This design comes from an exercise in tuning for small area on the open sky130 flow, not from production work. In this exercise RTL edits were held to simulation tests only and were not proved equivalent to the original. Power figures rest on the tool's default switching activity, not on a simulated workload.

`design/flow/config.mk`:
```
export PLATFORM = sky130hd
export DESIGN_NAME = sauria_sa_top
export DESIGN_NICKNAME = sauria_sa_top
export VERILOG_FILES = /design/flow/design.v
export SDC_FILE = /design/flow/constraint.sdc
export NUM_CORES = 4
export LEC_CHECK = 0
export CAP_MARGIN = 20
export CORE_MARGIN = 2
export CORE_UTILIZATION = 40
export PLACE_DENSITY = 0.6
export SLEW_MARGIN = 20
```
`design/flow/constraint.sdc`:
```
create_clock -name core_clock -period 8.0 [get_ports {i_clk}]
set_input_delay 1.6000 -clock core_clock [delete_from_list [all_inputs] [get_ports {i_clk}]]
set_output_delay 1.6000 -clock core_clock [all_outputs]
set_load 0.01 [all_outputs]
```
`design/flow/design.v`:
```
module FA 
(
  input logic   A,
  input logic   B,
  input logic   Cin, 
  output logic  S,
  output logic  Co
);
  assign S = A ^ B ^ Cin;
  assign Co = (Cin & A) | (Cin & B) |(A & B);
endmodule 
module HA
(
  input logic   A,
  input logic   B,
  output logic  S,
  output logic  Co
);
  assign S = A ^ B;
  assign Co = A & B;
endmodule
module mul_8x8_signed_bw (
  input  logic [7:0]  a,
  input  logic [7:0]  b,
  input  logic [11:0] R,    
  input  logic [7:0]  P,    
  output logic [15:0] s,
  output logic [15:0] c
);
  logic pp_0_0;
  assign pp_0_0 = (a[0] & b[0]) & P[0];
  logic pp_0_1;
  assign pp_0_1 = (a[1] & b[0]) & P[1];
  logic pp_0_2;
  assign pp_0_2 = ~P[2] | (a[2] & b[0]);
  logic pp_0_3;
  assign pp_0_3 = ~P[3] | (a[3] & b[0]);
  logic pp_0_4;
  assign pp_0_4 = (~P[4] | (a[4] & b[0])) & R[0];
  logic pp_0_5;
  assign pp_0_5 = (~P[5] | (a[5] & b[0])) & R[1];
  logic pp_0_6;
  assign pp_0_6 = (~P[6] | (a[6] & b[0])) & R[2];
  logic pp_0_7;
  assign pp_0_7 = (~P[7] | ~(a[7] & b[0])) & R[3];
  logic pp_1_0;
  assign pp_1_0 = (a[0] & b[1]) & P[1];
  logic pp_1_1;
  assign pp_1_1 = (a[1] & b[1]) & P[2];
  logic pp_1_2;
  assign pp_1_2 = (a[2] & b[1]) & P[3];
  logic pp_1_3;
  assign pp_1_3 = (a[3] & b[1]) & R[0] & P[4];
  logic pp_1_4;
  assign pp_1_4 = (a[4] & b[1]) & R[1] & P[5];
  logic pp_1_5;
  assign pp_1_5 = (a[5] & b[1]) & R[2] & P[6];
  logic pp_1_6;
  assign pp_1_6 = (a[6] & b[1]) & R[3] & P[7];
  logic pp_1_7;
  assign pp_1_7 = ~(a[7] & b[1]) & R[4];
  logic pp_2_0;
  assign pp_2_0 = (a[0] & b[2]) & P[2];
  logic pp_2_1;
  assign pp_2_1 = (a[1] & b[2]) & P[3];
  logic pp_2_2;
  assign pp_2_2 = (a[2] & b[2]) & R[0] & P[4];
  logic pp_2_3;
  assign pp_2_3 = (a[3] & b[2]) & R[1] & P[5];
  logic pp_2_4;
  assign pp_2_4 = (a[4] & b[2]) & R[2] & P[6];
  logic pp_2_5;
  assign pp_2_5 = (a[5] & b[2]) & R[3] & P[7];
  logic pp_2_6;
  assign pp_2_6 = (a[6] & b[2]) & R[4];
  logic pp_2_7;
  assign pp_2_7 = ~(a[7] & b[2]) & R[5];
  logic pp_3_0;
  assign pp_3_0 = (a[0] & b[3]) & P[3];
  logic pp_3_1;
  assign pp_3_1 = (a[1] & b[3]) & R[0] & P[4];
  logic pp_3_2;
  assign pp_3_2 = (a[2] & b[3]) & R[1] & P[5];
  logic pp_3_3;
  assign pp_3_3 = (a[3] & b[3]) & R[2] & P[6];
  logic pp_3_4;
  assign pp_3_4 = (a[4] & b[3]) & R[3] & P[7];
  logic pp_3_5;
  assign pp_3_5 = (a[5] & b[3]) & R[4];
  logic pp_3_6;
  assign pp_3_6 = (a[6] & b[3]) & R[5];
  logic pp_3_7;
  assign pp_3_7 = ~(a[7] & b[3]) & R[6];
  logic pp_4_0;
  assign pp_4_0 = (a[0] & b[4]) & R[0] & P[4];
  logic pp_4_1;
  assign pp_4_1 = (a[1] & b[4]) & R[1] & P[5];
  logic pp_4_2;
  assign pp_4_2 = (a[2] & b[4]) & R[2] & P[6];
  logic pp_4_3;
  assign pp_4_3 = (a[3] & b[4]) & R[3] & P[7];
  logic pp_4_4;
  assign pp_4_4 = (a[4] & b[4]) & R[4];
  logic pp_4_5;
  assign pp_4_5 = (a[5] & b[4]) & R[5];
  logic pp_4_6;
  assign pp_4_6 = (a[6] & b[4]) & R[6];
  logic pp_4_7;
  assign pp_4_7 = ~(a[7] & b[4]) & R[7];
  logic pp_5_0;
  assign pp_5_0 = (a[0] & b[5]) & R[1] & P[5];
  logic pp_5_1;
  assign pp_5_1 = (a[1] & b[5]) & R[2] & P[6];
  logic pp_5_2;
  assign pp_5_2 = (a[2] & b[5]) & R[3] & P[7];
  logic pp_5_3;
  assign pp_5_3 = (a[3] & b[5]) & R[4];
  logic pp_5_4;
  assign pp_5_4 = (a[4] & b[5]) & R[5];
  logic pp_5_5;
  assign pp_5_5 = (a[5] & b[5]) & R[6];
  logic pp_5_6;
  assign pp_5_6 = (a[6] & b[5]) & R[7];
  logic pp_5_7;
  assign pp_5_7 = ~(a[7] & b[5]) & R[8];
  logic pp_6_0;
  assign pp_6_0 = (a[0] & b[6]) & R[2] & P[6];
  logic pp_6_1;
  assign pp_6_1 = (a[1] & b[6]) & R[3] & P[7];
  logic pp_6_2;
  assign pp_6_2 = (a[2] & b[6]) & R[4];
  logic pp_6_3;
  assign pp_6_3 = (a[3] & b[6]) & R[5];
  logic pp_6_4;
  assign pp_6_4 = (a[4] & b[6]) & R[6];
  logic pp_6_5;
  assign pp_6_5 = (a[5] & b[6]) & R[7];
  logic pp_6_6;
  assign pp_6_6 = (a[6] & b[6]) & R[8];
  logic pp_6_7;
  assign pp_6_7 = ~(a[7] & b[6]) & R[9];
  logic pp_7_0;
  assign pp_7_0 = ~(a[0] & b[7]) & R[3] & P[7];
  logic pp_7_1;
  assign pp_7_1 = ~(a[1] & b[7]) & R[4];
  logic pp_7_2;
  assign pp_7_2 = ~(a[2] & b[7]) & R[5];
  logic pp_7_3;
  assign pp_7_3 = ~(a[3] & b[7]) & R[6];
  logic pp_7_4;
  assign pp_7_4 = ~(a[4] & b[7]) & R[7];
  logic pp_7_5;
  assign pp_7_5 = ~(a[5] & b[7]) & R[8];
  logic pp_7_6;
  assign pp_7_6 = ~(a[6] & b[7]) & R[9];
  logic pp_7_7;
  assign pp_7_7 = (a[7] & b[7]) & R[10];
  logic fs0, fc0;
  logic fs1, fc1;
  logic fs2, fc2;
  logic fs3, fc3;
  logic fs4, fc4;
  logic fs5, fc5;
  logic fs6, fc6;
  logic fs7, fc7;
  logic fs8, fc8;
  logic fs9, fc9;
  logic fs10, fc10;
  logic fs11, fc11;
  logic fs12, fc12;
  logic fs13, fc13;
  logic fs14, fc14;
  logic fs15, fc15;
  logic fs16, fc16;
  logic fs17, fc17;
  logic fs18, fc18;
  logic fs19, fc19;
  logic fs20, fc20;
  logic fs21, fc21;
  logic fs22, fc22;
  logic fs23, fc23;
  logic fs24, fc24;
  logic fs25, fc25;
  logic fs26, fc26;
  logic fs27, fc27;
  logic fs28, fc28;
  logic fs29, fc29;
  logic fs30, fc30;
  logic fs31, fc31;
  logic fs32, fc32;
  logic fs33, fc33;
  logic fs34, fc34;
  logic fs35, fc35;
  logic fs36, fc36;
  logic fs37, fc37;
  logic fs38, fc38;
  logic fs39, fc39;
  logic fs40, fc40;
  logic fs41, fc41;
  HA ha0 (.A(pp_0_6), .B(pp_1_5), .S(fs0), .Co(fc0));
  FA fa1 (.A(pp_0_7), .B(pp_1_6), .Cin(pp_2_5), .S(fs1), .Co(fc1));
  HA ha2 (.A(pp_3_4), .B(pp_4_3), .S(fs2), .Co(fc2));
  FA fa3 (.A(pp_1_7), .B(pp_2_6), .Cin(pp_3_5), .S(fs3), .Co(fc3));
  FA fa4 (.A(pp_4_4), .B(pp_5_3), .Cin(pp_6_2), .S(fs4), .Co(fc4));
  FA fa5 (.A(pp_2_7), .B(pp_3_6), .Cin(pp_4_5), .S(fs5), .Co(fc5));
  HA ha6 (.A(pp_0_4), .B(pp_1_3), .S(fs6), .Co(fc6));
  FA fa7 (.A(pp_0_5), .B(pp_1_4), .Cin(pp_2_3), .S(fs7), .Co(fc7));
  HA ha8 (.A(pp_3_2), .B(pp_4_1), .S(fs8), .Co(fc8));
  FA fa9 (.A(fs0), .B(pp_2_4), .Cin(pp_3_3), .S(fs9), .Co(fc9));
  FA fa10 (.A(pp_4_2), .B(pp_5_1), .Cin(pp_6_0), .S(fs10), .Co(fc10));
  FA fa11 (.A(fc0), .B(fs1), .Cin(fs2), .S(fs11), .Co(fc11));
  FA fa12 (.A(pp_5_2), .B(pp_6_1), .Cin(pp_7_0), .S(fs12), .Co(fc12));
  FA fa13 (.A(fc1), .B(fc2), .Cin(fs3), .S(fs13), .Co(fc13));
  FA fa14 (.A(fs4), .B(pp_7_1), .Cin(R[4]), .S(fs14), .Co(fc14));
  FA fa15 (.A(fc3), .B(fc4), .Cin(fs5), .S(fs15), .Co(fc15));
  FA fa16 (.A(pp_5_4), .B(pp_6_3), .Cin(pp_7_2), .S(fs16), .Co(fc16));
  FA fa17 (.A(fc5), .B(pp_3_7), .Cin(pp_4_6), .S(fs17), .Co(fc17));
  FA fa18 (.A(pp_5_5), .B(pp_6_4), .Cin(pp_7_3), .S(fs18), .Co(fc18));
  FA fa19 (.A(pp_4_7), .B(pp_5_6), .Cin(pp_6_5), .S(fs19), .Co(fc19));
  HA ha20 (.A(pp_0_3), .B(pp_1_2), .S(fs20), .Co(fc20));
  FA fa21 (.A(fs6), .B(pp_2_2), .Cin(pp_3_1), .S(fs21), .Co(fc21));
  FA fa22 (.A(fc6), .B(fs7), .Cin(fs8), .S(fs22), .Co(fc22));
  FA fa23 (.A(fc7), .B(fc8), .Cin(fs9), .S(fs23), .Co(fc23));
  FA fa24 (.A(fc9), .B(fc10), .Cin(fs11), .S(fs24), .Co(fc24));
  FA fa25 (.A(fc11), .B(fc12), .Cin(fs13), .S(fs25), .Co(fc25));
  FA fa26 (.A(fc13), .B(fc14), .Cin(fs15), .S(fs26), .Co(fc26));
  FA fa27 (.A(fc15), .B(fc16), .Cin(fs17), .S(fs27), .Co(fc27));
  FA fa28 (.A(fc17), .B(fc18), .Cin(fs19), .S(fs28), .Co(fc28));
  FA fa29 (.A(fc19), .B(pp_5_7), .Cin(pp_6_6), .S(fs29), .Co(fc29));
  HA ha30 (.A(pp_0_2), .B(pp_1_1), .S(fs30), .Co(fc30));
  FA fa31 (.A(fs20), .B(pp_2_1), .Cin(pp_3_0), .S(fs31), .Co(fc31));
  FA fa32 (.A(fc20), .B(fs21), .Cin(pp_4_0), .S(fs32), .Co(fc32));
  FA fa33 (.A(fc21), .B(fs22), .Cin(pp_5_0), .S(fs33), .Co(fc33));
  FA fa34 (.A(fc22), .B(fs23), .Cin(fs10), .S(fs34), .Co(fc34));
  FA fa35 (.A(fc23), .B(fs24), .Cin(fs12), .S(fs35), .Co(fc35));
  FA fa36 (.A(fc24), .B(fs25), .Cin(fs14), .S(fs36), .Co(fc36));
  FA fa37 (.A(fc25), .B(fs26), .Cin(fs16), .S(fs37), .Co(fc37));
  FA fa38 (.A(fc26), .B(fs27), .Cin(fs18), .S(fs38), .Co(fc38));
  FA fa39 (.A(fc27), .B(fs28), .Cin(pp_7_4), .S(fs39), .Co(fc39));
  FA fa40 (.A(fc28), .B(fs29), .Cin(pp_7_5), .S(fs40), .Co(fc40));
  FA fa41 (.A(fc29), .B(pp_6_7), .Cin(pp_7_6), .S(fs41), .Co(fc41));
  assign s[0] = pp_0_0;
  assign c[0] = 1'b0;
  assign s[1] = pp_0_1;
  assign c[1] = pp_1_0;
  assign s[2] = fs30;
  assign c[2] = pp_2_0;
  assign s[3] = fc30;
  assign c[3] = fs31;
  assign s[4] = fc31;
  assign c[4] = fs32;
  assign s[5] = fc32;
  assign c[5] = fs33;
  assign s[6] = fc33;
  assign c[6] = fs34;
  assign s[7] = fc34;
  assign c[7] = fs35;
  assign s[8] = fc35;
  assign c[8] = fs36;
  assign s[9] = fc36;
  assign c[9] = fs37;
  assign s[10] = fc37;
  assign c[10] = fs38;
  assign s[11] = fc38;
  assign c[11] = fs39;
  assign s[12] = fc39;
  assign c[12] = fs40;
  assign s[13] = fc40;
  assign c[13] = fs41;
  assign s[14] = fc41;
  assign c[14] = pp_7_7;
  assign s[15] = R[11];
  assign c[15] = 1'b0;
endmodule
module multiplier_generic (
    input  logic [7:0]  i_a,
    input  logic [7:0]  i_b,
    input  logic [11:0] i_mult_res_mask,
    input  logic [7:0]  i_mult_appr_mask,
    output logic [15:0] o_prod
);
logic [15:0] s, c, t;
logic        sign_res;
mul_8x8_signed_bw tree_i (
    .a (i_a),
    .b (i_b),
    .R (i_mult_res_mask),
    .P (i_mult_appr_mask),
    .s (s),
    .c (c)
);
adder_ideal #(.W(16)) cpa_i (.i_p(s), .i_c(c), .o_c(t));
assign sign_res = i_a[7] ^ i_b[7];
assign o_prod[3:0]  = t[3:0];
assign o_prod[15:4] = (i_mult_res_mask & t[15:4]) | (~i_mult_res_mask & {12{sign_res}});
endmodule
module adder_ideal #(
    parameter W = 16
)(
    input  logic [W-1:0] i_p,
    input  logic [W-1:0] i_c,
    output logic [W-1:0] o_c
);
assign o_c = i_p + i_c;
endmodule
module adder_generic (
    input  logic [15:0] i_p,
    input  logic [31:0] i_c,
    output logic [31:0] o_c
);
assign o_c = i_c + {{16{i_p[15]}}, i_p};
endmodule
module zero_det_neg (
    input  logic [7:0] i_a,
    input  logic [7:0] i_b,
    input  logic [1:0] i_thres,
    output logic       o_zero_det
);
logic a_s3, a_s2, a_s1, b_s3, b_s2, b_s1, neg_det;
assign a_s3 = (i_a[7:3] == 5'b00000) | (i_a[7:3] == 5'b11111);
assign a_s2 = a_s3 & (i_a[2] == i_a[3]);
assign a_s1 = a_s2 & (i_a[1] == i_a[2]);
assign b_s3 = (i_b[7:3] == 5'b00000) | (i_b[7:3] == 5'b11111);
assign b_s2 = b_s3 & (i_b[2] == i_b[3]);
assign b_s1 = b_s2 & (i_b[1] == i_b[2]);
always_comb begin
    case (i_thres)
        2'd1:    neg_det = a_s1 & b_s1;
        2'd2:    neg_det = a_s2 & b_s2;
        2'd3:    neg_det = a_s3 & b_s3;
        default: neg_det = 1'b0;
    endcase
end
assign o_zero_det = (i_a == 8'd0) | (i_b == 8'd0) | neg_det;
endmodule
module sa_processing_element #(
    parameter PRIM_A  = 0,   
    parameter PRIM_B  = 0,   
    parameter PRIM_C  = 0,   
    parameter TRUE_SC = 0    
)(
    input  logic        i_clk,
    input  logic        i_rstn,
    input  logic        i_z,
    input  logic        i_clear,
    input  logic        i_en,
    input  logic        i_cscan_en,
    input  logic [7:0]  i_a,
    input  logic [7:0]  i_b,
    input  logic        i_cswitch,
    input  logic [31:0] i_c,
    input  logic [11:0] i_mult_res_mask,
    input  logic [7:0]  i_mult_appr_mask,
    input  logic [1:0]  i_thres,
    output logic [7:0]  o_a,
    output logic [7:0]  o_b,
    output logic        o_cswitch,
    output logic [31:0] o_c
);
logic [7:0]  a_q, b_q;
logic        cswitch_q;
logic [31:0] mac_q, mac_sc_q;
logic [15:0] mul_q;
logic        nz, ld_a, ld_b, hold;
logic        zero_det, ld_mul, add_en, cswitch_eff;
logic        sel_sc, sel_mac, sc_mac, sc_in, sc_hold;
logic [15:0] prod, addend;
logic [31:0] acc_in, mac_d, sc_d;
assign nz   = ~i_z;
assign ld_a = i_en & ((PRIM_A != 0) | nz);
assign ld_b = i_en & ((PRIM_B != 0) | nz);
assign hold = ~i_en & nz;
always_ff @(posedge i_clk) begin
    a_q       <= ({8{ld_a}} & i_a) | ({8{hold}} & a_q);
    b_q       <= ({8{ld_b}} & i_b) | ({8{hold}} & b_q);
    cswitch_q <= (ld_b & i_cswitch) | (hold & cswitch_q);
end
zero_det_neg zero_det_neg_i (
    .i_a        (a_q),
    .i_b        (b_q),
    .i_thres    (i_thres),
    .o_zero_det (zero_det)
);
multiplier_generic multiplier_i (
    .i_a              (a_q),
    .i_b              (b_q),
    .i_mult_res_mask  (i_mult_res_mask),
    .i_mult_appr_mask (i_mult_appr_mask),
    .o_prod           (prod)
);
assign ld_mul = i_en & nz & ~zero_det;
always_ff @(posedge i_clk) begin
    mul_q <= ({16{ld_mul}} & prod) | ({16{hold}} & mul_q);
end
assign cswitch_eff = cswitch_q & nz;
assign add_en      = i_en & nz;
assign addend      = {16{add_en}} & mul_q;
assign sel_sc  = i_en & cswitch_eff;
assign sel_mac = nz & ~sel_sc;
assign acc_in  = ({32{sel_sc}} & mac_sc_q) | ({32{sel_mac}} & mac_q);
adder_generic adder_i (
    .i_p (addend),
    .i_c (acc_in),
    .o_c (mac_d)
);
always_ff @(posedge i_clk) begin
    mac_q <= mac_d;
end
assign sc_mac  = i_en & cswitch_eff;
assign sc_in   = i_en & ~cswitch_eff & i_cscan_en & ((PRIM_C != 0) | nz);
assign sc_hold = nz & ~(i_en & (cswitch_eff | i_cscan_en));
assign sc_d    = ({32{sc_mac}} & mac_q) | ({32{sc_in}} & i_c) | ({32{sc_hold}} & mac_sc_q);
generate
    if (TRUE_SC != 0) begin : g_true_sc
        always_ff @(posedge i_clk or negedge i_rstn) begin
            if (~i_rstn) begin
                mac_sc_q <= '0;
            end else begin
                mac_sc_q <= {32{~i_clear}} & sc_d;
            end
        end
    end else begin : g_raw_sc
        always_ff @(posedge i_clk) begin
            mac_sc_q <= sc_d;
        end
    end
endgenerate
assign o_a       = a_q;
assign o_b       = b_q;
assign o_cswitch = cswitch_q;
assign o_c       = mac_sc_q;
endmodule
module sa_array #(
    parameter X = 4,
    parameter Y = 4
)(
    input  logic                 i_clk,
    input  logic                 i_rstn,
    input  logic [0:Y-1][7:0]    i_a_arr,
    input  logic [0:X-1][7:0]    i_b_arr,
    input  logic [0:Y-1][31:0]   i_c_arr,
    input  logic                 i_reg_clear,
    input  logic                 i_pipeline_en,
    input  logic [0:X-1]         i_cswitch_arr,
    input  logic                 i_cscan_en,
    input  logic [1:0]           i_thres,
    input  logic [11:0]          i_mult_res_mask,
    input  logic [7:0]           i_mult_appr_mask,
    output logic [0:Y-1][31:0]   o_c_arr
);
logic z_q;
always_ff @(posedge i_clk or negedge i_rstn) begin
    if (~i_rstn) begin
        z_q <= 1'b1;
    end else begin
        z_q <= i_reg_clear;
    end
end
logic [1:0]  thres_q;
always_ff @(posedge i_clk) begin
    if (i_pipeline_en) begin
        thres_q <= i_thres;
    end
end
logic [0:Y-1][0:X][7:0]    mat_a;
logic [0:Y][0:X-1][7:0]    mat_b;
logic [0:Y-1][0:X][31:0]   mat_c;
logic [0:Y][0:X-1]         mat_cswitch;
genvar i, j;
generate
    for (j = 0; j < Y; j++) begin : y_ios
        assign mat_a[j][0] = i_a_arr[j];
        assign mat_c[j][X] = i_c_arr[j];
        assign o_c_arr[j]  = mat_c[j][0];
    end
    for (i = 0; i < X; i++) begin : x_ios
        assign mat_b[0][i]       = i_b_arr[i];
        assign mat_cswitch[0][i] = i_cswitch_arr[i];
    end
    for (j = 0; j < Y; j++) begin : y_axis
        for (i = 0; i < X; i++) begin : x_axis
            sa_processing_element #(
                .PRIM_A  (i == 0),
                .PRIM_B  (j == 0),
                .PRIM_C  (i == X-1),
                .TRUE_SC (i == 0)
            ) sa_processing_element_i (
                .i_clk            (i_clk),
                .i_rstn           (i_rstn),
                .i_z              (z_q),
                .i_clear          (i_reg_clear),
                .i_en             (i_pipeline_en),
                .i_cscan_en       (i_cscan_en),
                .i_a              (mat_a[j][i]),
                .i_b              (mat_b[j][i]),
                .i_cswitch        (mat_cswitch[j][i]),
                .i_c              (mat_c[j][i+1]),
                .i_mult_res_mask  (i_mult_res_mask),
                .i_mult_appr_mask (i_mult_appr_mask),
                .i_thres          (thres_q),
                .o_a              (mat_a[j][i+1]),
                .o_b              (mat_b[j+1][i]),
                .o_cswitch        (mat_cswitch[j+1][i]),
                .o_c              (mat_c[j][i])
            );
        end
    end
endgenerate
endmodule
module sauria_sa_top #(
    parameter X = 4,
    parameter Y = 4,
    parameter IA_W = 8,
    parameter IB_W = 8,
    parameter OC_W = 32,
    parameter TH_W = 2,
    parameter MULT_RES_MASK_W = 12,
    parameter MULT_APPR_MASK_W = 8
)(
    input  logic                        i_clk,
    input  logic                        i_rstn,
    input  logic [Y*IA_W-1:0]           i_a_arr,         
    input  logic [X*IB_W-1:0]           i_b_arr,         
    input  logic [Y*OC_W-1:0]           i_c_arr,         
    input  logic                        i_reg_clear,
    input  logic                        i_pipeline_en,
    input  logic [X-1:0]                i_cswitch_arr,   
    input  logic                        i_cscan_en,
    input  logic [TH_W-1:0]             i_thres,
    input  logic [MULT_RES_MASK_W-1:0]  i_mult_res_mask,
    input  logic [MULT_APPR_MASK_W-1:0] i_mult_appr_mask,
    output logic [Y*OC_W-1:0]           o_c_arr          
);
logic [0:Y-1][IA_W-1:0] a_arr;
logic [0:X-1][IB_W-1:0] b_arr;
logic [0:Y-1][OC_W-1:0] c_arr, oc_arr;
logic [0:X-1]           cswitch_arr;
genvar j, i;
generate
    for (j = 0; j < Y; j++) begin : rows
        assign a_arr[j] = i_a_arr[j*IA_W +: IA_W];
        assign c_arr[j] = i_c_arr[j*OC_W +: OC_W];
        assign o_c_arr[j*OC_W +: OC_W] = oc_arr[j];
    end
    for (i = 0; i < X; i++) begin : cols
        assign b_arr[i] = i_b_arr[i*IB_W +: IB_W];
        assign cswitch_arr[i] = i_cswitch_arr[i];
    end
endgenerate
sa_array #(
    .X(X),
    .Y(Y)
) sa_array_i (
    .i_clk            (i_clk),
    .i_rstn           (i_rstn),
    .i_a_arr          (a_arr),
    .i_b_arr          (b_arr),
    .i_c_arr          (c_arr),
    .i_reg_clear      (i_reg_clear),
    .i_pipeline_en    (i_pipeline_en),
    .i_cswitch_arr    (cswitch_arr),
    .i_cscan_en       (i_cscan_en),
    .i_thres          (i_thres),
    .i_mult_res_mask  (i_mult_res_mask),
    .i_mult_appr_mask (i_mult_appr_mask),
    .o_c_arr          (oc_arr)
);
endmodule
```
`design/flow/run.sh`:
```
#!/bin/bash
# synth_recipe.tcl (not shown) runs the flow's synth.tcl, then flattens the netlist and writes it again
# the make line also repeats each setting of config.mk as NAME=value (left out here)
make -C /OpenROAD-flow-scripts/flow DESIGN_CONFIG=/design/flow/config.mk WORK_HOME=/design/flow/orfs CLKGATE_MAP_FILE= SYNTH_SCRIPT=/design/flow/synth_recipe.tcl finish
```
==> results.ini, run 1 <==
[clock_tree]
cts_made_buffers=190
cts_tree=built
holdBufCountCts=0
path_clk_slew_ns=0.06
htree_levels=4
cts-root-buf=clkbuf_16
post-cts-setup-buffers=0
clock-sinks=1555
clk-insertion-delay-late_ns=0.91
cts_max_path_buffers=4
ctsResizeCount=0

[floorplan]
die-area_mm2=0.294
coreArea_mm2=0.288
die_h_um=543
start_util_pct=40.2
die_w_um=543
pin_count=351
rows=197

[routing]
finalWirelength_um=372000
dr.first_iter.drc_count=9503
num_vias=99400
avgRoutedWirePerCell_um=21.2
antenna_left=0
dr.pass1.iters=10
drc=0
via_per_inst=5.67

[finish]
synthToLayoutAreaGrowth_pct=10.2
fin_util_pct=44.3
finalNetCount=15300
final_layout_size_suffix_gt1_share_pct=4.59
multi_input_area_mm2=0.0758
layout_common_cells=1779 x nand2_1, 1424 x dfxtp_1, 1133 x inv_1, 880 x ha_1, 712 x a21oi_1
layout_commonest_cell=nand2_1
fillers=28600
register_area_mm2=0.0318
stdcell_area_mm2=0.128

[critical_path]
crit_arrival_ns=6.96
crit_fanout=51
cp-start-kind=input port
worst_path_most_repeated_cell=fa_1
crit_path_cell_trace=buf_2 > and2_4 > buf_4 > and3_1 > fa_1 > fa_1 > fa_1 > fa_1 > ha_1 > or3_1 > o21ai_0 > a21oi_1 > a31oi_1 > o21ai_0 > or3_1 > nand3_1
crit_path_top_delay_cell=and2_4
slowest_delay_ns=0.64
endpoint_kind=register
critPathKind=in2reg
r2r_cells=13
crit_required_ns=8.77

[power]
power_density_mw_per_mm2=157
ir_drop_v=0.000188
total_power_mw=20.0
power.leakage_nw=60.7

[logic_synthesis]
synth_cells=13900
synth_area_leaders=dfxtp_1 25%, fa_1 10%, ha_1 9.5%, nand2_1 5.8%, inv_1 3.7%
synthDistinctLibCells=100
synth-seq-cells=1555
synth_seq_area_share_pct=27.4
syn_area_per_cell_um2=8.34
synth_area_mm2=0.116
synth_top_flop_cell=dfxtp_1
synth_edf_count=2
synthArstFlopShare_pct=8.30
yosysWarnings=8
yosys.area.top_type=dfxtp_1
yosys.area.top_type_share_pct=24.6

[sta]
setup_viol=0
tns_ns=0
slew_violations=0
period_minus_slack_ns=6.19
period_share_pct=77.4
rsz0062_at_grt=no
max-slew-margin-rel_pct=25.1
tightest_slew_ns=1.12
max_freq_mhz=162
skew_ns=0.0914
hold_viol=0

[grt]
grt_max_degree=150
antenna_found_initial=28
grt_pass1_wl_um=571000
grt_pass1_vias=94200
grt_usage_pct=24.6
grt-ovfl-total=0

[place]
place.gp.congestion=0.908
hpwl_um=269000
postPlaceCellArea_mm2=0.121
numPortBuffers=350

[job]
maxCapViolCount=0

[outcome]
status=complete, no violations

[hold_path]
hp-class=reg2reg
whs_path_depth=2

[critical path: cells and delay by family]
family                     cells  cell delay, ns
adders and majority gates      5            2.29
and+or+nand+nor                5            1.65
AOI/OAI and AO/OA              4            0.62
buffers and inverters          2            0.71
[final cells by class]
cell class	count	share of cell area, %
Timing Repair Buffer	529	3.85
Multi-Input combinational cell	10200	59.3
Antenna cell	13	0.0254
Tap cell	3781	3.70
Clock inverter	69	0.621
Sequential cell	1555	24.9
Clock buffer	273	4.30
Inverter	1140	3.35
[logic make-up after synthesis]
logic type                 synth area share [%]
DFF                                        27.4
buffers and inverters                      7.54
xor gates and xnor gates                   5.06
AOI/OAI and AO/OA                          20.2
adders and majority gates                  19.7
and+or+nand+nor                            17.2
muxes                                      2.86
[state kept, by name, indices dropped and copies added (netlist names)]
name,count
sa_array_i.y_axis.x_axis.sa_processing_element_i.mac_q,512
sa_array_i.y_axis.x_axis.sa_processing_element_i.mac_sc_q,512
sa_array_i.y_axis.x_axis.sa_processing_element_i.mul_q,256
sa_array_i.y_axis.x_axis.sa_processing_element_i.a_q,128
sa_array_i.y_axis.x_axis.sa_processing_element_i.b_q,128
sa_array_i.y_axis.x_axis.sa_processing_element_i.cswitch_q,16
sa_array_i.thres_q,2
sa_array_i.z_q,1
[metrics by stage]
step / hold slack (ns) / setup slack (ns) / std cells
2_1_floorplan: 0.407 / 1.23 / 13900
3_3_place_gp: 0.416 / 1.03 / 17200
3_5_place_dp: 0.425 / 1.00 / 17200
4_1_cts: 0.374 / 1.90 / 17500
5_1_grt: 0.408 / 1.64 / 17500
6_report: 0.366 / 1.81 / 17500
[layer usage]
| layer | GRT usage [%] | vias up | routed length (um) |
|---|---|---|---|
| met2 | 38.8 | 3063 | 165000 |
| met4 | 7.61 | 10 | 12100 |
| met3 | 3.08 | 587 | 24900 |
| li1 | - | 47700 | - |
| met5 | 0 | - | 48 |
| met1 | 34.8 | 48000 | 170000 |
[final timing paths]
path                       slack [ns]   endpoint                      from
hold / removal                   0.37   register                  register
min in group asynchronous        0.75  async pin                    i_rstn
setup / recovery                 1.81   register        i_mult_res_mask[3]
max in group asynchronous        5.92  async pin                    i_rstn
setup reg to reg                 2.76   register  sa_array_i.z_q$_DFF_PN1_
hold reg to reg                  0.37   register                  register
[power breakdown]
group / switching, mW / total (mW) / internal, mW
Clock: 3.60 / 8.80 / 5.20
Sequential: 0.415 / 8.44 / 8.02
Combinational: 1.71 / 2.81 / 1.10
[synth_stat cells, drive strengths merged (83+ instances only)]
library cell,count
nand3,385
a21o,298
o21ai,761
nor2b,83
buf,190
a21oi,724
and2,342
xor2,208
ha,880
xnor2,462
nor2,680
inv,1137
o21a,102
clkbuf,872
nor3,146
nand2,1783
a31oi,110
a222oi,256
and3,507
a22o,321
dfrtp,128
a21boi,111
fa,592
a22oi,270
mux2i,332
dfxtp,1424
==> run 2: changes to the inputs <==
--- a/design/flow/design.v
+++ b/design/flow/design.v
@@ -26,2 +26,4 @@
   input  logic [7:0]  P,    
+  input  logic [7:4]  RP,   
+  input  logic [7:4]  RnP,  
   output logic [15:0] s,
@@ -38,9 +40,9 @@
   logic pp_0_4;
-  assign pp_0_4 = (~P[4] | (a[4] & b[0])) & R[0];
+  assign pp_0_4 = RnP[4] | ((a[4] & b[0]) & R[0]);
   logic pp_0_5;
-  assign pp_0_5 = (~P[5] | (a[5] & b[0])) & R[1];
+  assign pp_0_5 = RnP[5] | ((a[5] & b[0]) & R[1]);
   logic pp_0_6;
-  assign pp_0_6 = (~P[6] | (a[6] & b[0])) & R[2];
+  assign pp_0_6 = RnP[6] | ((a[6] & b[0]) & R[2]);
   logic pp_0_7;
-  assign pp_0_7 = (~P[7] | ~(a[7] & b[0])) & R[3];
+  assign pp_0_7 = RnP[7] | (~(a[7] & b[0]) & R[3]);
   logic pp_1_0;
@@ -52,9 +54,9 @@
   logic pp_1_3;
-  assign pp_1_3 = (a[3] & b[1]) & R[0] & P[4];
+  assign pp_1_3 = (a[3] & b[1]) & RP[4];
   logic pp_1_4;
-  assign pp_1_4 = (a[4] & b[1]) & R[1] & P[5];
+  assign pp_1_4 = (a[4] & b[1]) & RP[5];
   logic pp_1_5;
-  assign pp_1_5 = (a[5] & b[1]) & R[2] & P[6];
+  assign pp_1_5 = (a[5] & b[1]) & RP[6];
   logic pp_1_6;
-  assign pp_1_6 = (a[6] & b[1]) & R[3] & P[7];
+  assign pp_1_6 = (a[6] & b[1]) & RP[7];
   logic pp_1_7;
@@ -66,9 +68,9 @@
   logic pp_2_2;
-  assign pp_2_2 = (a[2] & b[2]) & R[0] & P[4];
+  assign pp_2_2 = (a[2] & b[2]) & RP[4];
   logic pp_2_3;
-  assign pp_2_3 = (a[3] & b[2]) & R[1] & P[5];
+  assign pp_2_3 = (a[3] & b[2]) & RP[5];
   logic pp_2_4;
-  assign pp_2_4 = (a[4] & b[2]) & R[2] & P[6];
+  assign pp_2_4 = (a[4] & b[2]) & RP[6];
   logic pp_2_5;
-  assign pp_2_5 = (a[5] & b[2]) & R[3] & P[7];
+  assign pp_2_5 = (a[5] & b[2]) & RP[7];
   logic pp_2_6;
@@ -80,9 +82,9 @@
   logic pp_3_1;
-  assign pp_3_1 = (a[1] & b[3]) & R[0] & P[4];
+  assign pp_3_1 = (a[1] & b[3]) & RP[4];
   logic pp_3_2;
-  assign pp_3_2 = (a[2] & b[3]) & R[1] & P[5];
+  assign pp_3_2 = (a[2] & b[3]) & RP[5];
   logic pp_3_3;
-  assign pp_3_3 = (a[3] & b[3]) & R[2] & P[6];
+  assign pp_3_3 = (a[3] & b[3]) & RP[6];
   logic pp_3_4;
-  assign pp_3_4 = (a[4] & b[3]) & R[3] & P[7];
+  assign pp_3_4 = (a[4] & b[3]) & RP[7];
   logic pp_3_5;
@@ -94,9 +96,9 @@
   logic pp_4_0;
-  assign pp_4_0 = (a[0] & b[4]) & R[0] & P[4];
+  assign pp_4_0 = (a[0] & b[4]) & RP[4];
   logic pp_4_1;
-  assign pp_4_1 = (a[1] & b[4]) & R[1] & P[5];
+  assign pp_4_1 = (a[1] & b[4]) & RP[5];
   logic pp_4_2;
-  assign pp_4_2 = (a[2] & b[4]) & R[2] & P[6];
+  assign pp_4_2 = (a[2] & b[4]) & RP[6];
   logic pp_4_3;
-  assign pp_4_3 = (a[3] & b[4]) & R[3] & P[7];
+  assign pp_4_3 = (a[3] & b[4]) & RP[7];
   logic pp_4_4;
@@ -110,7 +112,7 @@
   logic pp_5_0;
-  assign pp_5_0 = (a[0] & b[5]) & R[1] & P[5];
+  assign pp_5_0 = (a[0] & b[5]) & RP[5];
   logic pp_5_1;
-  assign pp_5_1 = (a[1] & b[5]) & R[2] & P[6];
+  assign pp_5_1 = (a[1] & b[5]) & RP[6];
   logic pp_5_2;
-  assign pp_5_2 = (a[2] & b[5]) & R[3] & P[7];
+  assign pp_5_2 = (a[2] & b[5]) & RP[7];
   logic pp_5_3;
@@ -126,5 +128,5 @@
   logic pp_6_0;
-  assign pp_6_0 = (a[0] & b[6]) & R[2] & P[6];
+  assign pp_6_0 = (a[0] & b[6]) & RP[6];
   logic pp_6_1;
-  assign pp_6_1 = (a[1] & b[6]) & R[3] & P[7];
+  assign pp_6_1 = (a[1] & b[6]) & RP[7];
   logic pp_6_2;
@@ -142,3 +144,3 @@
   logic pp_7_0;
-  assign pp_7_0 = ~(a[0] & b[7]) & R[3] & P[7];
+  assign pp_7_0 = ~(a[0] & b[7]) & RP[7];
   logic pp_7_1;
@@ -279,2 +281,4 @@
     input  logic [7:0]  i_mult_appr_mask,
+    input  logic [7:4]  i_rp,        
+    input  logic [7:4]  i_rnp,       
     output logic [15:0] o_prod
@@ -288,2 +292,4 @@
     .P (i_mult_appr_mask),
+    .RP  (i_rp),
+    .RnP (i_rnp),
     .s (s),
@@ -291,3 +297,3 @@
 );
-adder_ideal #(.W(16)) cpa_i (.i_p(s), .i_c(c), .o_c(t));
+adder_ideal #(.W(16), .BLK(8)) cpa_i (.i_p(s), .i_c(c), .i_ci(1'b0), .o_c(t), .o_co());
 assign sign_res = i_a[7] ^ i_b[7];
@@ -297,3 +303,4 @@
 module adder_ideal #(
-    parameter W = 16
+    parameter W   = 16,
+    parameter BLK = 5
 )(
@@ -301,7 +308,40 @@
     input  logic [W-1:0] i_c,
-    output logic [W-1:0] o_c
-);
-assign o_c = i_p + i_c;
+    input  logic         i_ci,
+    output logic [W-1:0] o_c,
+    output logic         o_co
+);
+localparam NB = (W + BLK - 1) / BLK;
+logic [NB:0] bc;     
+assign bc[0] = i_ci;
+genvar k, n;
+generate
+    for (n = 0; n < NB; n++) begin : blk
+        localparam LO = n * BLK;
+        localparam HI = ((n + 1) * BLK < W) ? (n + 1) * BLK : W;
+        if (n == 0) begin : first
+            logic [HI-LO:0] cy;
+            assign cy[0] = bc[0];
+            for (k = LO; k < HI; k++) begin : bits
+                FA fa_i (.A(i_p[k]), .B(i_c[k]), .Cin(cy[k-LO]), .S(o_c[k]), .Co(cy[k-LO+1]));
+            end
+            assign bc[1] = cy[HI-LO];
+        end else begin : sel
+            logic [HI-LO:0] cy0, cy1;
+            logic [HI-LO-1:0] s0, s1;
+            assign cy0[0] = 1'b0;
+            assign cy1[0] = 1'b1;
+            for (k = LO; k < HI; k++) begin : bits
+                FA fa0_i (.A(i_p[k]), .B(i_c[k]), .Cin(cy0[k-LO]), .S(s0[k-LO]), .Co(cy0[k-LO+1]));
+                FA fa1_i (.A(i_p[k]), .B(i_c[k]), .Cin(cy1[k-LO]), .S(s1[k-LO]), .Co(cy1[k-LO+1]));
+            end
+            assign o_c[HI-1:LO] = bc[n] ? s1 : s0;
+            assign bc[n+1] = bc[n] ? cy1[HI-LO] : cy0[HI-LO];
+        end
+    end
+endgenerate
+assign o_co = bc[NB];
 endmodule
-module adder_generic (
+module adder_generic #(
+    parameter BLK = 8
+)(
     input  logic [15:0] i_p,
@@ -310,3 +350,23 @@
 );
-assign o_c = i_c + {{16{i_p[15]}}, i_p};
+logic        c16, inc, dec;
+logic [16:0] all1, all0;
+adder_ideal #(.W(16), .BLK(BLK)) lo_i (
+    .i_p  (i_p),
+    .i_c  (i_c[15:0]),
+    .i_ci (1'b0),
+    .o_c  (o_c[15:0]),
+    .o_co (c16)
+);
+assign inc = c16 & ~i_p[15];
+assign dec = ~c16 & i_p[15];
+assign all1[0] = 1'b1;
+assign all0[0] = 1'b1;
+genvar k;
+generate
+    for (k = 0; k < 16; k++) begin : hi
+        assign all1[k+1] = all1[k] & i_c[16+k];
+        assign all0[k+1] = all0[k] & ~i_c[16+k];
+        assign o_c[16+k] = i_c[16+k] ^ ((inc & all1[k]) | (dec & all0[k]));
+    end
+endgenerate
 endmodule
@@ -353,2 +413,4 @@
     input  logic [7:0]  i_mult_appr_mask,
+    input  logic [7:4]  i_rp,
+    input  logic [7:4]  i_rnp,
     input  logic [1:0]  i_thres,
@@ -388,2 +450,4 @@
     .i_mult_appr_mask (i_mult_appr_mask),
+    .i_rp             (i_rp),
+    .i_rnp            (i_rnp),
     .o_prod           (prod)
@@ -464,2 +528,5 @@
 end
+logic [7:4] rp, rnp;
+assign rp  = i_mult_res_mask[3:0] & i_mult_appr_mask[7:4];
+assign rnp = i_mult_res_mask[3:0] & ~i_mult_appr_mask[7:4];
 logic [0:Y-1][0:X][7:0]    mat_a;
@@ -499,2 +566,4 @@
                 .i_mult_appr_mask (i_mult_appr_mask),
+                .i_rp             (rp),
+                .i_rnp            (rnp),
                 .i_thres          (thres_q),
==> design/flow/flow/run.sh (new file) <==
#!/bin/bash
# The standard layout (the standard.sh, standard synthesis unchanged),
# with the smallest buffer on the ports, yosys/abc buffers removed instead of
# an early timing repair on the unplaced netlist, and a clock tree of
# mid-size buffers without dummy loads. make's full output goes to
# standard.log.
set -euo pipefail
bash standard.sh finish \
  "REMOVE_ABC_BUFFERS=1" \
  "BUFFER_PORTS_ARGS=-buffer_cell sky130_fd_sc_hd__buf_1" \
  "CTS_ARGS=-sink_clustering_enable -repair_clock_nets -dont_use_dummy_load -buf_list sky130_fd_sc_hd__clkbuf_8 -sink_clustering_size 20 -sink_clustering_max_diameter 50" \
  > standard.log 2>&1
==> design/flow/standard.sh (new file) <==
#!/bin/bash
# synth_recipe.tcl (not shown) runs the flow's synth.tcl, then flattens the netlist and writes it again
# the make line also repeats each setting of config.mk as NAME=value (left out here)
make -C /OpenROAD-flow-scripts/flow DESIGN_CONFIG=/design/flow/config.mk WORK_HOME=/design/flow/orfs CLKGATE_MAP_FILE= SYNTH_SCRIPT=/design/flow/synth_recipe.tcl "${@:-finish}"
removed: design/flow/run.sh
==> run 2 against run 1 <==
Still clean on timing, DRC and antenna. Via count decreased by 10%. Register-to-register slack got worse by 2.5 ns. Sequential power about the same. Combinational power decreased by 4%. Clock skew increased by 0.055 ns. Final cell count decreased by 9.7%. Die area decreased by 6.7%. Critical path depth increased by 11. Hold slack improved by 0.0095 ns. Largest power group is now registers.
==> results.ini, run 2 <==
[outcome]
status=complete, no violations

[critical_path]
cp-startpoint=i_pipeline_en
critPathKind=in2reg
r2r_setup_slack_ns=0.31  ; -2.45 ns
crit_fanout=6  ; -88%
cp-start-kind=input port
r2r_cells=24  ; +11
r2r_start=sa_array_i.z_q$_DFF_PN1_
crit_arrival_ns=8.59  ; +1.63 ns
endpoint_kind=register
crit_required_ns=8.90  ; +0.13 ns

[power]
switching_share_pct=31.0  ; +2.4 points
ir_drop_v=0.000163  ; -13%
power_frac_seq_pct=52.0  ; +9.9 points
p_sw_mw=5.02  ; -12%
internal-power_mw=11.2  ; -22%
total_power_mw=16.2  ; -19%
power.leakage_nw=52.7  ; -13%
clkPwrFrac_pct=31.2  ; -13 points
power_density_mw_per_mm2=139  ; -11%
p_comb_share_pct=16.7  ; +2.7 points

[logic_synthesis]
synthXorXnorAreaFrac_pct=4.39  ; -0.67 points
synth-compound-area-share_pct=17.1  ; -3.1 points
synthDistinctLibCells=97  ; -3.0%
synth_top_flop_cell=dfxtp_1
syn_area_per_cell_um2=8.73  ; +4.7%
synth_area_mm2=0.108  ; -6.7%
synth_top_family_by_area=adder cells
synth_edf_count=2  ; unchanged
synth-seq-cells=1555  ; unchanged
synth_cells=12400  ; -11%
synthAdderAreaFrac_pct=19.9  ; +0.23 points
yosys.area.top_type=dfxtp_1
synthArstFlopShare_pct=8.30  ; unchanged
yosysWarnings=8  ; unchanged
yosys.area.top_type_share_pct=26.3  ; +1.8 points
synth_area_leaders=dfxtp_1 26%, fa_1 14%, ha_1 5.7%, nand2_1 5.3%, inv_1 4.2%
synthMuxAreaShare_pct=3.57  ; +0.70 points
synthTopCellsByCount=1527 x nand2_1, 1424 x dfxtp_1, 1214 x inv_1
yosysMostFrequentCell=nand2_1
synth-simple-area-share_pct=16.9  ; -0.29 points
synth_seq_area_share_pct=29.4  ; +2.0 points

[routing]
avgRoutedWirePerCell_um=22.1  ; +4.1%
drc=0  ; unchanged
via_per_inst=5.65  ; -0.45%
dr.first_iter.drc_count=8785  ; -7.6%
antenna_left=0  ; unchanged
dr.pass1.iters=11  ; +1
num_vias=89400  ; -10%
finalWirelength_um=350000  ; -5.9%

[sta]
hold_viol=0  ; unchanged
tns_ns=0  ; unchanged
max-slew-margin-rel_pct=27.2  ; +2.1 points
period_share_pct=96.2  ; +19 points
tightest_slew_ns=1.09  ; -0.0242 ns
slew_violations=0  ; unchanged
setup_viol=0  ; unchanged
max_freq_mhz=130  ; -20%
rsz0062_at_grt=yes
skew_ns=0.147  ; +0.0552 ns
period_minus_slack_ns=7.69  ; +1.50 ns

[floorplan]
start_util_pct=40.3  ; +0.058 points
die_w_um=524  ; -3.4%
rows=190  ; -3.6%
coreArea_mm2=0.269  ; -6.9%
die-area_mm2=0.275  ; -6.7%
die_h_um=524  ; -3.4%
pin_count=351  ; unchanged

[grt]
antenna_found_initial=15  ; -46%
grt_pass1_vias=85500  ; -9.2%
grt_pass1_wl_um=534000  ; -6.5%
grt_max_degree=144  ; -4.0%
grt-ovfl-total=0  ; unchanged
grt_usage_pct=24.9  ; +0.29 points

[finish]
reg_top3=sa_array_i.y_axis.x_axis.sa_processing_element_i.mac_q x512, sa_array_i.y_axis.x_axis.sa_processing_element_i.mac_sc_q x512, sa_array_i.y_axis.x_axis.sa_processing_element_i.mul_q x256
fillers=26800  ; -6.3%
layout_commonest_cell=nand2_1
instances_no_fill=15800  ; -9.7%
final_layout_size_suffix_gt1_share_pct=7.95  ; +3.4 points
synthToLayoutAreaGrowth_pct=7.37
finalNetCount=13800  ; -9.9%
fin_util_pct=43.3  ; -1.1 points
layout_common_cells=1524 x nand2_1, 1424 x dfxtp_1, 1214 x inv_1, 764 x fa_1, 589 x and3_1

[clock_tree]
clk-insertion-delay-late_ns=1.04  ; +0.13 ns
htree_levels=4  ; unchanged
cts_tree=built
cts_made_buffers=199  ; +4.7%
path_clk_slew_ns=0.06  ; about the same
clock-sinks=1555  ; unchanged
cts-root-buf=clkbuf_8
cts_max_path_buffers=3  ; -1

[place]
numPortBuffers=350  ; unchanged
dp_cells=15600  ; -9.0%
place.gp.congestion=0.909  ; about the same
hpwl_um=251000  ; -6.4%

[hold_path]
whs_path_depth=2  ; unchanged
hp-class=reg2reg

[job]
maxCapViolCount=0  ; unchanged

## run 2: worst min path at each step
stage	from	end	slack, ns
floorplan	register	register	0.41
global placement	register	register	0.42
detailed placement	register	register	0.42
CTS	register	register	0.36
global route	register	register	0.40
finish	register	register	0.38
## run 2: power by group through the flow
| stage | combinational, mW | clock [mW] | sequential (mW) |
|---|---|---|---|
| 2_1_floorplan | 1.61 | 0 | 8.40 |
| 3_3_place_gp | 2.65 | 0 | 8.59 |
| 3_5_place_dp | 2.66 | 0 | 8.59 |
| 4_1_cts | 2.68 | 5.21 | 8.42 |
| 5_1_grt | 2.99 | 5.49 | 8.45 |
| 6_report | 2.71 | 5.06 | 8.43 |
## run 2: critical path, stage by stage
cell and delay, ns:
buf_6 0.13, buf_6 0.16, buf_4 0.16, and3b_2 0.23, o21ai_0 0.17, ha_1 0.21
fa_1 0.19, inv_1 0.06, fa_1 0.45, fa_1 0.46, fa_1 0.46, fa_1 0.46
fa_1 0.46, fa_1 0.46, mux2i_1 0.15, o41a_1 0.38, o21ai_1 0.21, a31oi_1 0.14
o21bai_1 0.20, a21o_1 0.14, ha_1 0.13, inv_1 0.05, nor4_2 0.30, or3b_2 0.52
nor4_2 0.38, mux2i_1 0.14, xor2_1 0.15
## run 2: cells by family after synthesis
kind of cell	Yosys count
DFF	1555
muxes	385
xor gates and xnor gates	542
AOI/OAI and AO/OA	2559
and+or+nand+nor	3760
adders and majority gates	1264
buffers and inverters	2329
## run 2: layer usage
metal	routed length, um	GRT usage (%)	up-vias
li1	-	-	41900
met1	156000	34.5	44000
met2	156000	39.2	2892
met3	23900	3.92	571
met4	13500	8.91	10
met5	69	0	-
## run 2: area by class of cell
cell class,instances,area (um2),area share [%]
antenna,2,5.00,0.00431
clock buffer,199,2740,2.36
inverter,1216,4570,3.93
multi-input combinational,8510,67500,58.1
sequential,1555,31800,27.4
tap,3552,4440,3.82
timing repair buffer,792,5090,4.38
## run 2: per-stage QoR
stage / worst slack (ns) / instance area [um2] / hold slack (ns)
final: 0.307 / 116000 / 0.376
after global routing: -0.0663 / 116000 / 0.402
after CTS: 0.0267 / 116000 / 0.363
after detailed placement: -1.07 / 113000 / 0.420
after global placement: -0.991 / 113000 / 0.420
after floorplan: -14.04 / 103000 / 0.406
## run 2: repair_timing
action	in CTS	in global routing
pin swaps	1	28
setup buffers	0	13
cloned	0	2
hold endpoints to repair	0	0
endpoints found under the setup margin	4	111
resized for setup	2	83
hold buffers	0	0
==> run 3: changes to the inputs <==
==> design/flow/run.sh (new file) <==
#!/bin/bash
# synth_recipe.tcl (not shown) runs the flow's synth.tcl, then flattens the netlist and writes it again
# the make line also repeats each setting of config.mk as NAME=value (left out here)
make -C /OpenROAD-flow-scripts/flow DESIGN_CONFIG=/design/flow/config.mk WORK_HOME=/design/flow/orfs CLKGATE_MAP_FILE= SYNTH_SCRIPT=/design/flow/synth_recipe.tcl finish
--- a/design/flow/config.mk
+++ b/design/flow/config.mk
@@ -9,4 +9,7 @@
 export CORE_MARGIN = 2
-export CORE_UTILIZATION = 40
-export PLACE_DENSITY = 0.6
+export CORE_UTILIZATION = 50
+export CTS_BUF_LIST = sky130_fd_sc_hd__clkbuf_8
+export CTS_CLUSTER_DIAMETER = 40
+export CTS_CLUSTER_SIZE = 16
+export PLACE_DENSITY = 0.65
 export SLEW_MARGIN = 20
removed: design/flow/flow/run.sh
removed: design/flow/standard.sh
==> run 3 against run 2 <==
Still clean. Synthesized area stayed put. Clock-buffer cell count is 145 higher. Sequential share of layout area is 1.2 points lower. Clock skew is 0.058 ns lower. Sequential cell count stayed put. Register-to-register slack better by 0.22 ns. Hold slack better by 0.044 ns. Setup slack better by 0.22 ns. Sequential power hardly changed. Largest cell class unchanged. Highest routed layer unchanged.
==> results.ini, run 3 <==
[sta]
setup_viol=0  ; unchanged
rsz0062_at_grt=no
slew_violations=0  ; unchanged
period_minus_slack_ns=7.47  ; -0.219 ns
tightest_slew_ns=1.21  ; +0.116 ns
tns_ns=0  ; unchanged
period_share_pct=93.4  ; -2.7 points
max_freq_mhz=134  ; +2.9%
max-slew-margin-rel_pct=19.3  ; -7.9 points
hold_viol=0  ; unchanged
skew_ns=0.0881  ; -0.0584 ns

[finish]
instances_no_fill=15400  ; -2.8%
stdcell_area_mm2=0.121  ; +4.5%
multi_input_area_mm2=0.0680  ; +0.64%
register_area_mm2=0.0318  ; unchanged
fillers=19100  ; -29%
final_layout_size_suffix_gt1_share_pct=10.6  ; +2.7 points
reg_top3=sa_array_i.y_axis.x_axis.sa_processing_element_i.mac_q x512, sa_array_i.y_axis.x_axis.sa_processing_element_i.mac_sc_q x512, sa_array_i.y_axis.x_axis.sa_processing_element_i.mul_q x256
finalNetCount=13800  ; +0.27%
layout_common_cells=1525 x nand2_1, 1424 x dfxtp_1, 1236 x inv_1, 674 x fa_1, 589 x and3_1
layout_commonest_cell=nand2_1
synthToLayoutAreaGrowth_pct=12.2

[routing]
dr.first_iter.drc_count=10200  ; +16%
avgRoutedWirePerCell_um=23.4  ; +5.9%
dr.pass1.iters=9  ; -2
finalWirelength_um=360000  ; +3.0%
antenna_left=0  ; unchanged
drc=0  ; unchanged
num_vias=93300  ; +4.4%
via_per_inst=6.06  ; +7.3%

[logic_synthesis]
synthTopCellsByCount=1527 x nand2_1, 1424 x dfxtp_1, 1214 x inv_1
synth-seq-cells=1555  ; unchanged
synth_top_flop_cell=dfxtp_1
synth_area_mm2=0.108  ; unchanged
synth_seq_area_share_pct=29.4  ; unchanged
yosys.area.top_type=dfxtp_1
synthArstFlopShare_pct=8.30  ; unchanged
yosysWarnings=8  ; unchanged
synth_cells=12400  ; unchanged
synth_area_leaders=dfxtp_1 26%, fa_1 14%, ha_1 5.7%, nand2_1 5.3%, inv_1 4.2%
yosys.area.top_type_share_pct=26.3  ; unchanged
synth_edf_count=2  ; unchanged
yosysMostFrequentCell=nand2_1
syn_area_per_cell_um2=8.73  ; unchanged
synthDistinctLibCells=97  ; unchanged

[critical_path]
cp-start-kind=register
critPathKind=reg2reg
crit_fanout=28  ; +22
crit_arrival_ns=8.39  ; -0.20 ns
crit_required_ns=8.91  ; about the same
r2r_cells=25  ; +4.2%
endpoint_kind=register

[grt]
antenna_found_initial=29  ; +14
grt_pass1_vias=91300  ; +6.7%
grt_pass1_wl_um=550000  ; +3.1%
grt_usage_pct=31.8  ; +7.0 points
grt-ovfl-total=0  ; unchanged
grt_max_degree=162  ; +13%

[place]
postPlaceCellArea_mm2=0.114  ; +1.3%
place.gp.congestion=0.931  ; +2.5%
numPortBuffers=350  ; unchanged
hpwl_um=258000  ; +2.6%
dp_cells=14800  ; -4.9%

[clock_tree]
post-cts-setup-buffers=0  ; unchanged
path_clk_slew_ns=0.08  ; +0.02 ns
cts-root-buf=clkbuf_8
htree_levels=5  ; +1
holdBufCountCts=0  ; unchanged
cts_max_path_buffers=4  ; +1
cts_made_buffers=305  ; +53%
cts_tree=built
clk-insertion-delay-late_ns=1.08  ; +0.04 ns
ctsResizeCount=0  ; -2
clock-sinks=1555  ; unchanged

[hold_path]
hp-class=reg2reg
whs_path_depth=2  ; unchanged

[job]
maxCapViolCount=0  ; unchanged

[power]
power_density_mw_per_mm2=170  ; +22%
ir_drop_v=0.000211  ; +30%
total_power_mw=20.6  ; +27%
power.leakage_nw=55.5  ; +5.3%

[floorplan]
rows=170  ; -11%
die-area_mm2=0.220  ; -20%
pin_count=351  ; unchanged
die_h_um=469  ; -10%
die_w_um=469  ; -10%
start_util_pct=50.4  ; +10 points
coreArea_mm2=0.215  ; -20%

[outcome]
status=complete, no violations

[run 3: cell counts after synthesis]
No cell type changed its count.
[run 3: worst max-delay path, cell delays in order, from the launching register on]
cell and delay, ns:
dfstp_4 0.96, buf_4 0.28, and3b_2 0.28, o21ai_1 0.18, ha_2 0.20, fa_1 0.16
inv_1 0.06, fa_2 0.39, fa_2 0.40, fa_2 0.41, fa_2 0.41, fa_2 0.40
fa_2 0.41, mux2i_1 0.25, o41a_1 0.21, o21ai_2 0.09, a31oi_1 0.28, o21bai_1 0.17
a21oi_1 0.17, ha_1 0.16, o211ai_1 0.13, nor3_2 0.27, nand3_1 0.18, or4_1 0.53
a21boi_1 0.15, xor2_1 0.17
[run 3: kinds of logic (layout without fill, tap and decap cells)]
| kind of cell | Yosys count | in the layout | share of synthesized area, % |
|---|---|---|---|
| flops | 1555 | 1555 | 29.4 |
| simple gates | 3760 | 3760 | 16.9 |
| compound gates | 2559 | 2559 | 17.1 |
| mux | 385 | 385 | 3.57 |
| buf+inv | 2329 | 2478 | 8.67 |
| other cells | 0 | 8 | 0 |
| xor+xnor | 542 | 542 | 4.39 |
| fa+ha+maj | 1264 | 1264 | 19.9 |
[run 3: area by class of cell]
type | count | area share [%]
Clock inverter | 195 | 1.87
Multi-Input combinational cell | 8510 | 56.0
Inverter | 1216 | 3.76
Antenna cell | 8 | 0.0165
Tap cell | 2838 | 2.92
Clock buffer | 344 | 3.90
Sequential cell | 1555 | 26.2
Timing Repair Buffer | 723 | 5.38
[run 3: through the flow]
step	hold slack, ns	utilization [%]	worst slack [ns]
2_1_floorplan	0.406	-	-0.191
3_3_place_gp	0.418	53.3	-0.154
3_5_place_dp	0.422	53.3	-0.294
4_1_cts	0.419	56.5	0.549
5_1_grt	0.428	56.5	0.203
6_report	0.420	56.5	0.526
[run 3: path summary, 6_finish.rpt]
path                                     startpoint   endpoint  slack, ns
setup / recovery           sa_array_i.z_q$_DFF_PN1_   register       0.53
hold / removal                             register   register       0.42
hold reg to reg                            register   register       0.42
setup reg to reg           sa_array_i.z_q$_DFF_PN1_   register       0.53
max in group asynchronous                    i_rstn  async pin       5.83
min in group asynchronous                    i_rstn  async pin       0.62
[run 3: per-layer routing]
metal	track usage (%)	vias up	wire length, um
met5	0	-	77
met4	14.4	10	16900
met3	7.51	759	36200
met2	46.4	4187	151000
met1	44.7	46100	156000
li1	-	42200	-
[run 3: report_power, final]
part | total, mW | switching [mW] | internal, mW
combinational | 2.84 | 1.76 | 1.08
clock | 9.34 | 4.03 | 5.31
sequential | 8.44 | 0.451 | 7.99
total | 20.6 | 6.25 | 14.4
==> run 4: changes to the inputs <==
--- a/design/flow/design.v
+++ b/design/flow/design.v
@@ -346,19 +346,22 @@
 )(
-    input  logic [15:0] i_p,
-    input  logic [31:0] i_c,
-    output logic [31:0] o_c
+    input  logic [15:0] i_p,       
+    input  logic [15:0] i_c_lo,    
+    output logic [15:0] o_lo,      
+    output logic        o_ps,      
+    output logic        o_pc,
+    input  logic [15:0] i_hi,      
+    input  logic        i_ps,      
+    input  logic        i_pc,
+    output logic [15:0] o_hi       
 );
-logic        c16, inc, dec;
-logic [16:0] all1, all0;
 adder_ideal #(.W(16), .BLK(BLK)) lo_i (
     .i_p  (i_p),
-    .i_c  (i_c[15:0]),
+    .i_c  (i_c_lo),
     .i_ci (1'b0),
-    .o_c  (o_c[15:0]),
-    .o_co (c16)
+    .o_c  (o_lo),
+    .o_co (o_pc)
 );
-assign inc = c16 & ~i_p[15];
-assign dec = ~c16 & i_p[15];
-assign all1[0] = 1'b1;
-assign all0[0] = 1'b1;
+assign o_ps = i_p[15];
+logic [16:0] tg;
+assign tg[0] = i_ps ^ i_pc;
 genvar k;
@@ -366,5 +369,4 @@
     for (k = 0; k < 16; k++) begin : hi
-        assign all1[k+1] = all1[k] & i_c[16+k];
-        assign all0[k+1] = all0[k] & ~i_c[16+k];
-        assign o_c[16+k] = i_c[16+k] ^ ((inc & all1[k]) | (dec & all0[k]));
+        assign tg[k+1]  = tg[k] & (i_hi[k] ^ i_ps);
+        assign o_hi[k]  = i_hi[k] ^ tg[k];
     end
@@ -423,2 +425,4 @@
 logic        cswitch_q;
+logic [15:0] mac_lo_q, mac_hi_q, mac_hi;
+logic        mac_ps_q, mac_pc_q, ps_d, pc_d;
 logic [31:0] mac_q, mac_sc_q;
@@ -429,3 +433,4 @@
 logic [15:0] prod, addend;
-logic [31:0] acc_in, mac_d, sc_d;
+logic [31:0] acc_in, sc_d;
+logic [15:0] lo_d;
 assign nz   = ~i_z;
@@ -461,2 +466,3 @@
 assign addend      = {16{add_en}} & mul_q;
+assign mac_q   = {mac_hi, mac_lo_q};
 assign sel_sc  = i_en & cswitch_eff;
@@ -465,8 +471,17 @@
 adder_generic adder_i (
-    .i_p (addend),
-    .i_c (acc_in),
-    .o_c (mac_d)
+    .i_p    (addend),
+    .i_c_lo (acc_in[15:0]),
+    .o_lo   (lo_d),
+    .o_ps   (ps_d),
+    .o_pc   (pc_d),
+    .i_hi   (mac_hi_q),
+    .i_ps   (mac_ps_q),
+    .i_pc   (mac_pc_q),
+    .o_hi   (mac_hi)
 );
 always_ff @(posedge i_clk) begin
-    mac_q <= mac_d;
+    mac_lo_q <= lo_d;
+    mac_hi_q <= acc_in[31:16];
+    mac_ps_q <= ps_d;
+    mac_pc_q <= pc_d;
 end
==> design/flow/flow/run.sh (new file) <==
#!/bin/bash
# The standard layout (the standard.sh, standard synthesis unchanged),
# with the smallest buffer on the ports, yosys/abc buffers removed instead of
# an early timing repair on the unplaced netlist, and a clock tree of
# mid-size buffers without dummy loads. make's full output goes to
# standard.log.
set -euo pipefail
bash standard.sh finish \
  "REMOVE_ABC_BUFFERS=1" \
  "BUFFER_PORTS_ARGS=-buffer_cell sky130_fd_sc_hd__buf_1" \
  "CTS_ARGS=-sink_clustering_enable -repair_clock_nets -dont_use_dummy_load -buf_list sky130_fd_sc_hd__clkbuf_8 -sink_clustering_size 20 -sink_clustering_max_diameter 50" \
  > standard.log 2>&1
==> design/flow/standard.sh (new file) <==
#!/bin/bash
# synth_recipe.tcl (not shown) runs the flow's synth.tcl, then flattens the netlist and writes it again
# the make line also repeats each setting of config.mk as NAME=value (left out here)
make -C /OpenROAD-flow-scripts/flow DESIGN_CONFIG=/design/flow/config.mk WORK_HOME=/design/flow/orfs CLKGATE_MAP_FILE= SYNTH_SCRIPT=/design/flow/synth_recipe.tcl "${@:-finish}"
--- a/design/flow/config.mk
+++ b/design/flow/config.mk
@@ -9,7 +9,4 @@
 export CORE_MARGIN = 2
-export CORE_UTILIZATION = 50
-export CTS_BUF_LIST = sky130_fd_sc_hd__clkbuf_8
-export CTS_CLUSTER_DIAMETER = 40
-export CTS_CLUSTER_SIZE = 16
-export PLACE_DENSITY = 0.65
+export CORE_UTILIZATION = 40
+export PLACE_DENSITY = 0.6
 export SLEW_MARGIN = 20
removed: design/flow/run.sh
==> run 4 against run 3 <==
Still clean. Total power shrank 20%. Via count is 4.1% lower. Combinational power decreased by about 10%. Wire length shrank 2.0%. Setup slack better by 0.55 ns. Clock-buffer cell count shrank 128. Clock power is 43% lower. Sequential share of layout area rose by 2.4 points. Maximum frequency rose by 7.9%. Highest routed layer unchanged. Clock skew grew 0.060 ns. Critical path type unchanged. Hold slack lost 0.030 ns.
==> results.ini, run 4 <==
[critical_path]
endpoint_kind=register
worst_path_most_repeated_cell=fa_1
cpLargestDelayFamily=adder cells
slowest_delay_ns=0.88  ; -0.08 ns
crit_arrival_ns=7.77  ; -0.62 ns
critPathKind=reg2reg
cp-start-kind=register
crit_path_top_delay_cell=dfstp_4
crit_buf_inv=4  ; +2

[finish]
stdcell_area_mm2=0.113  ; -6.6%
multi_input_area_mm2=0.0659  ; -3.0%
finalNetCount=13400  ; -3.1%
layout_commonest_cell=dfxtp_1
register_area_mm2=0.0324  ; +2.0%
final_layout_size_suffix_gt1_share_pct=5.47  ; -5.2 points

[place]
place.gp.congestion=0.904  ; -2.9%
numPortBuffers=350  ; unchanged
hpwl_um=252000  ; -2.1%

[logic_synthesis]
synth-simple-area-share_pct=16.1  ; -0.76 points
synth-seq-cells=1587  ; +2.1%
synth_area_leaders=dfxtp_1 27%, fa_1 14%, ha_1 5.4%, nand2_1 4.9%, inv_1 3.9%
yosysMostFrequentCell=dfxtp_1
synthMuxAreaShare_pct=3.16  ; -0.41 points
synthXorXnorAreaFrac_pct=4.84  ; +0.45 points
synthTopCellsByCount=1456 x dfxtp_1, 1394 x nand2_1, 1106 x inv_1
synthDistinctLibCells=81  ; -16%
synth_top_flop_cell=dfxtp_1
synthAdderAreaFrac_pct=19.8  ; -0.12 points
synth_seq_area_share_pct=30.4  ; +0.98 points
synth_edf_count=2  ; unchanged
synth-compound-area-share_pct=17.5  ; +0.40 points
synth_top_family_by_area=adder cells
syn_area_per_cell_um2=8.78  ; +0.53%

[floorplan]
rows=189  ; +11%
coreArea_mm2=0.265  ; +24%
start_util_pct=40.3  ; -10 points
pin_count=351  ; unchanged
die_h_um=521  ; +11%

[clock_tree]
cts_tree=built
clk-insertion-delay-late_ns=1.05  ; -0.03 ns
cts_made_buffers=216  ; -29%
path_clk_slew_ns=0.10  ; +0.02 ns
cts_max_path_buffers=4  ; unchanged
holdBufCountCts=0  ; unchanged
clock-sinks=1587  ; +2.1%
ctsResizeCount=0  ; unchanged
post-cts-setup-buffers=0  ; unchanged

[routing]
via_per_inst=5.79  ; -4.5%
dr.pass1.iters=10  ; +1
num_vias=89500  ; -4.1%
drc=0  ; unchanged
dr.first_iter.drc_count=9152  ; -11%
avgRoutedWirePerCell_um=22.9  ; -2.4%
antenna_left=0  ; unchanged

[sta]
rsz0062_at_grt=no
hold_slack_ns=0.390  ; -0.0295 ns
max-slew-margin-rel_pct=26.6  ; +7.2 points
period_minus_slack_ns=6.93  ; -0.548 ns
setup_viol=0  ; unchanged
skew_ns=0.148  ; +0.0598 ns
tightest_slew_ns=1.10  ; -0.110 ns
slew_violations=0  ; unchanged
period_share_pct=86.6  ; -6.9 points

[outcome]
status=complete, no violations

[grt]
grt_max_degree=99  ; -39%
antenna_found_initial=23  ; -21%
grt-ovfl-total=0  ; unchanged
grt_usage_pct=25.4  ; -6.5 points

[job]
maxCapViolCount=0  ; unchanged

[power]
ir_drop_v=0.000127  ; -40%

[hold_path]
hp-class=reg2reg

[run 4: changes by cell type after synthesis, sizes merged, moves of 86 or more]
cell,previous run,this run
a21oi,463,315
inv,1215,1107
mux2i,380,294
nand2,1528,1394
o21ai,375,680
[run 4: cells by family after synthesis]
logic type | Yosys count
XOR/XNOR | 590
AND/OR/NAND/NOR | 3591
adder cells (fa/ha/maj) | 1232
AO/OA/AOI/OAI | 2666
flip-flops | 1587
multiplexers | 332
buffers and inverters | 2173
[run 4: worst min-delay path: stages (launching register included)]
cell	delay, ns
dfxtp_1	0.31
nand2_1	0.06
a21oi_1	0.05
[run 4: worst paths after layout]
check | cells after the start | to | startpoint | slack, ns
min in group asynchronous | 1 | async pin | i_rstn | 0.50
worst max register to register | 20 | register | sa_array_i.z_q$_DFF_PN1_ | 1.07
worst min-delay path | 2 | register | register | 0.39
max in group asynchronous | 3 | async pin | i_rstn | 5.60
worst max-delay path | 20 | register | sa_array_i.z_q$_DFF_PN1_ | 1.07
worst min register to register | 2 | register | register | 0.39
[run 4: final cells by class]
| class | instances | share of cell area (%) |
|---|---|---|
| multi-input combinational | 8411 | 58.1 |
| sequential | 1587 | 28.6 |
| tap | 3533 | 3.90 |
| inverter | 1108 | 3.67 |
| timing repair buffer | 591 | 3.07 |
| clock buffer | 216 | 2.62 |
| antenna | 12 | 0.0265 |
[run 4: layer usage]
layer	track usage [%]	up-vias	wire, um
li1	-	40800	-
met1	34.6	44300	152000
met2	39.7	3588	158000
met3	3.81	726	26300
met4	11.2	22	16600
met5	0	-	124
[run 4: power breakdown]
group | internal (mW) | switching [mW]
clock network | 2.37 | 2.99
registers | 8.13 | 0.440
logic | 0.969 | 1.59
total | 11.5 | 5.02
[run 4: per-stage QoR]
step | setup WS (ns) | setup TNS, ns | total power, mW | std cells
after floorplan | -7.80 | -6408.13 | 10.1 | 11100
after global placement | 0.0301 | 0 | 11.2 | 15200
after detailed placement | 0.210 | 0 | 11.2 | 15200
after CTS | 1.07 | 0 | 16.6 | 15400
after global routing | 0.798 | 0 | 17.2 | 15400
final | 1.07 | 0 | 16.5 | 15500

## afterwards: timing with drivers on the ports
In the flow no input, the clock included, has a driving cell. The finished layouts below were timed again as built, in two steps. Step 1: set_driving_cell puts a clkbuf_16 on i_clk and a buf_2 on each other input, an assumption about the parent block. Step 2 also shifts input and output timing later by t, the mid clock arrival at the registers, as if the neighbouring blocks saw the same clock. Slacks: ideal ports / drivers / drivers and shift; pairs: ideal ports / drivers.
run	t, ns	setup slack, ns
run 1	0.962	1.810 / 1.854 / 0.892
run 2	1.062	0.307 / 0.315 / -0.695
run 3	1.126	0.526 / 0.526 / -0.336
run 4	1.070	1.074 / 1.074 / 0.201
Met with ideal ports but missed after step 2: setup timing in run 2 and run 3.
